Source: an optimization exercise on an open RTL-to-GDS flow (aim: small area). Production flows keep margins and buffers that such runs may drop.
Function was checked by simulation only, so behaviour that the tests miss may differ from the original.
The flow treats the clock pin as an ideal source. Dropping or thinning the clock tree relies on that and would not hold on a real chip.
Power is estimated from default activity; no workload was simulated.

== before ==
// TopModule
module TopModule(
    input wire clk,
    input wire reset,
    input wire entry_sensor,
    input wire exit_sensor,
    input wire [1:0] exit_location,  
    output reg door_status_light,    
    output reg lot_full_light,       
    output wire [3:0] parking_state,
    output wire [7:0] seg_out,
    output wire [4:0] anode,
    input wire echo,
    output trig
);
Size: ~110 flip-flops, about 27 I/O pins, ~3600 um^2 of cells after synthesis.
export LEC_CHECK = 0
export CAP_MARGIN = 0
export CORE_MARGIN = 2
export CORE_UTILIZATION = 40
export SLEW_MARGIN = 0
create_clock -name core_clock -period 10.0 [get_ports {clk}]
standard.sh (not shown) runs the stock make flow with config.mk's settings and CLKGATE_MAP_FILE= SYNTH_SCRIPT=/design/flow/synth_recipe.tcl, a recipe that flattens the netlist after the stock synthesis.
==> flow/flow/run.sh <==
#!/bin/bash
set -euo pipefail
export BUFFER_PORTS_ARGS="-buffer_cell sky130_fd_sc_hd__buf_1"
export CTS_ARGS="-sink_clustering_enable -repair_clock_nets -dont_use_dummy_load"
export POST_CTS_TCL="$(pwd)/flow/clocktree.tcl"
export FLOW_CLK_GROUPS=3
export POST_FLOORPLAN_TCL="$(pwd)/flow/restructure.tcl"
bash standard.sh finish > standard_flow.log 2>&1
==> flow/flow/clocktree.tcl <==
# Replace the clock tree that clock tree synthesis built with a flatter one:
# the register clock pins are split by position into FLOW_CLK_GROUPS groups,
# each driven by one clkbuf_16 placed at the group's centre; the clock port
# feeds only these buffers. Every register keeps the same buffer depth (one),
# so no register's clock is delayed on purpose against the others.
set db [ord::get_db]
set block [[$db getChip] getBlock]
set k $::env(FLOW_CLK_GROUPS)
set clk [$block findNet clk]
set master [$db findMaster sky130_fd_sc_hd__clkbuf_16]
# the buffers and nets clock tree synthesis made
set cts_insts {}
foreach inst [$block getInsts] {
  if {[regexp {^clkbuf_[0-9]+_[0-9_]*(_f_)?clk$} [$inst getName]]} { lappend cts_insts $inst }
}
set nets [list $clk]
foreach n [$block getNets] { if {[string match clknet_* [$n getName]]} { lappend nets $n } }
set sinks {}
foreach n $nets {
  foreach it [$n getITerms] {
    set inst [$it getInst]
    if {[lsearch -exact $cts_insts $inst] >= 0} { continue }
    set loc [$inst getLocation]
    lappend sinks [list [lindex $loc 0] [lindex $loc 1] $it]
  }
}
puts "clocktree: removing [llength $cts_insts] clock tree buffers, [llength $sinks] sinks"
foreach inst $cts_insts {
  foreach it [$inst getITerms] { if {[$it getNet] ne "NULL"} { $it disconnect } }
  odb::dbInst_destroy $inst
}
foreach s $sinks { [lindex $s 2] disconnect }
foreach n $nets { if {$n ne $clk} { odb::dbNet_destroy $n } }
# recursive bisection of the sinks, alternately by x and by y, into k groups
proc my_bisect {items k axis} {
  if {$k <= 1} { return [list $items] }
  set sorted [lsort -integer -index $axis $items]
  set k1 [expr {$k / 2}]
  set cut [expr {[llength $sorted] * $k1 / $k}]
  set other [expr {1 - $axis}]
  return [concat [my_bisect [lrange $sorted 0 [expr {$cut - 1}]] $k1 $other] \
                 [my_bisect [lrange $sorted $cut end] [expr {$k - $k1}] $other]]
}
set g 0
foreach grp [my_bisect $sinks $k 0] {
  set sx 0; set sy 0
  foreach s $grp { incr sx [lindex $s 0]; incr sy [lindex $s 1] }
  set cx [expr {$sx / [llength $grp]}]; set cy [expr {$sy / [llength $grp]}]
  set bnet [odb::dbNet_create $block "clknet_grp$g"]
  $bnet setSigType CLOCK
  set buf [odb::dbInst_create $block $master "clkbuf_grp$g"]
  $buf setLocation $cx $cy
  $buf setPlacementStatus PLACED
  [$buf findITerm A] connect $clk
  [$buf findITerm X] connect $bnet
  foreach s $grp { [lindex $s 2] connect $bnet }
  puts "clocktree: group $g, [llength $grp] sinks, buffer at $cx $cy"
  incr g
}
detailed_placement
check_placement -verbose
estimate_parasitics -placement
report_clock_skew
report_check_types -max_slew -max_capacitance -violators
Other scripts of this flow, unchanged in this note and not shown: flow/flow/downsize.tcl, flow/flow/libfilter.py, flow/flow/restructure.tcl
before went all the way through synthesis, placement and routing and the layout is clean on timing, DRC and antenna.
--- input diff before..after ---
--- a/flow/flow/run.sh
+++ b/flow/flow/run.sh
@@ -6 +6 @@
-export FLOW_CLK_GROUPS=3
+export FLOW_CLK_GROUPS=4
Findings:
The final layout from after, which completed every stage, passed the timing, DRC and antenna checks at the end of the flow.
On highest cell delay on the worst timing path, before and after are basically level.
Delta (after minus before): count of antenna diodes in the layout barely changed; total chip power climbed about 3%; critical path data required time barely changed.
The worst slack on hold paths of after falls short of that of before by 0.0082 ns.
Changes observed in after relative to before: average wire per cell in the routed design saw an increase; post-route minimum period saw a decrease; total length of routed wires saw an increase.
No run of this note takes its clock network from TritonCTS; it comes from the design's own scripts or RTL.

## re-timing with driven ports
Ports are ideal in the flow. The routed layouts listed here were re-timed in OpenROAD.
Step 1 sets driving cells, clkbuf_16 on the clock port and buf_2 on the other inputs (assumed; they add their load-dependent delay and slew).
Step 2 times the ports against the registers' clock, not the clock port: input delays grow and output delays shrink by t, the midpoint of the rising clock arrivals with the driver on.
Three values: ideal ports, drivers, drivers and shift; two values: the first two.
| run | t (ns) | slack for setup (ns) | hold slack, ns | latest minus earliest clock arrival (ns) | worst register clock-pin slew, ns |
|---|---|---|---|---|---|
| before | 0.230 | 5.533 / 5.474 / 5.704 | 0.353 / 0.353 / 0.353 | 0.008 / 0.008 | 0.11 / 0.11 |
| after | 0.222 | 5.542 / 5.472 / 5.694 | 0.345 / 0.345 / 0.345 | 0.008 / 0.008 | 0.09 / 0.09 |
After both steps setup and hold are still met in every run listed.
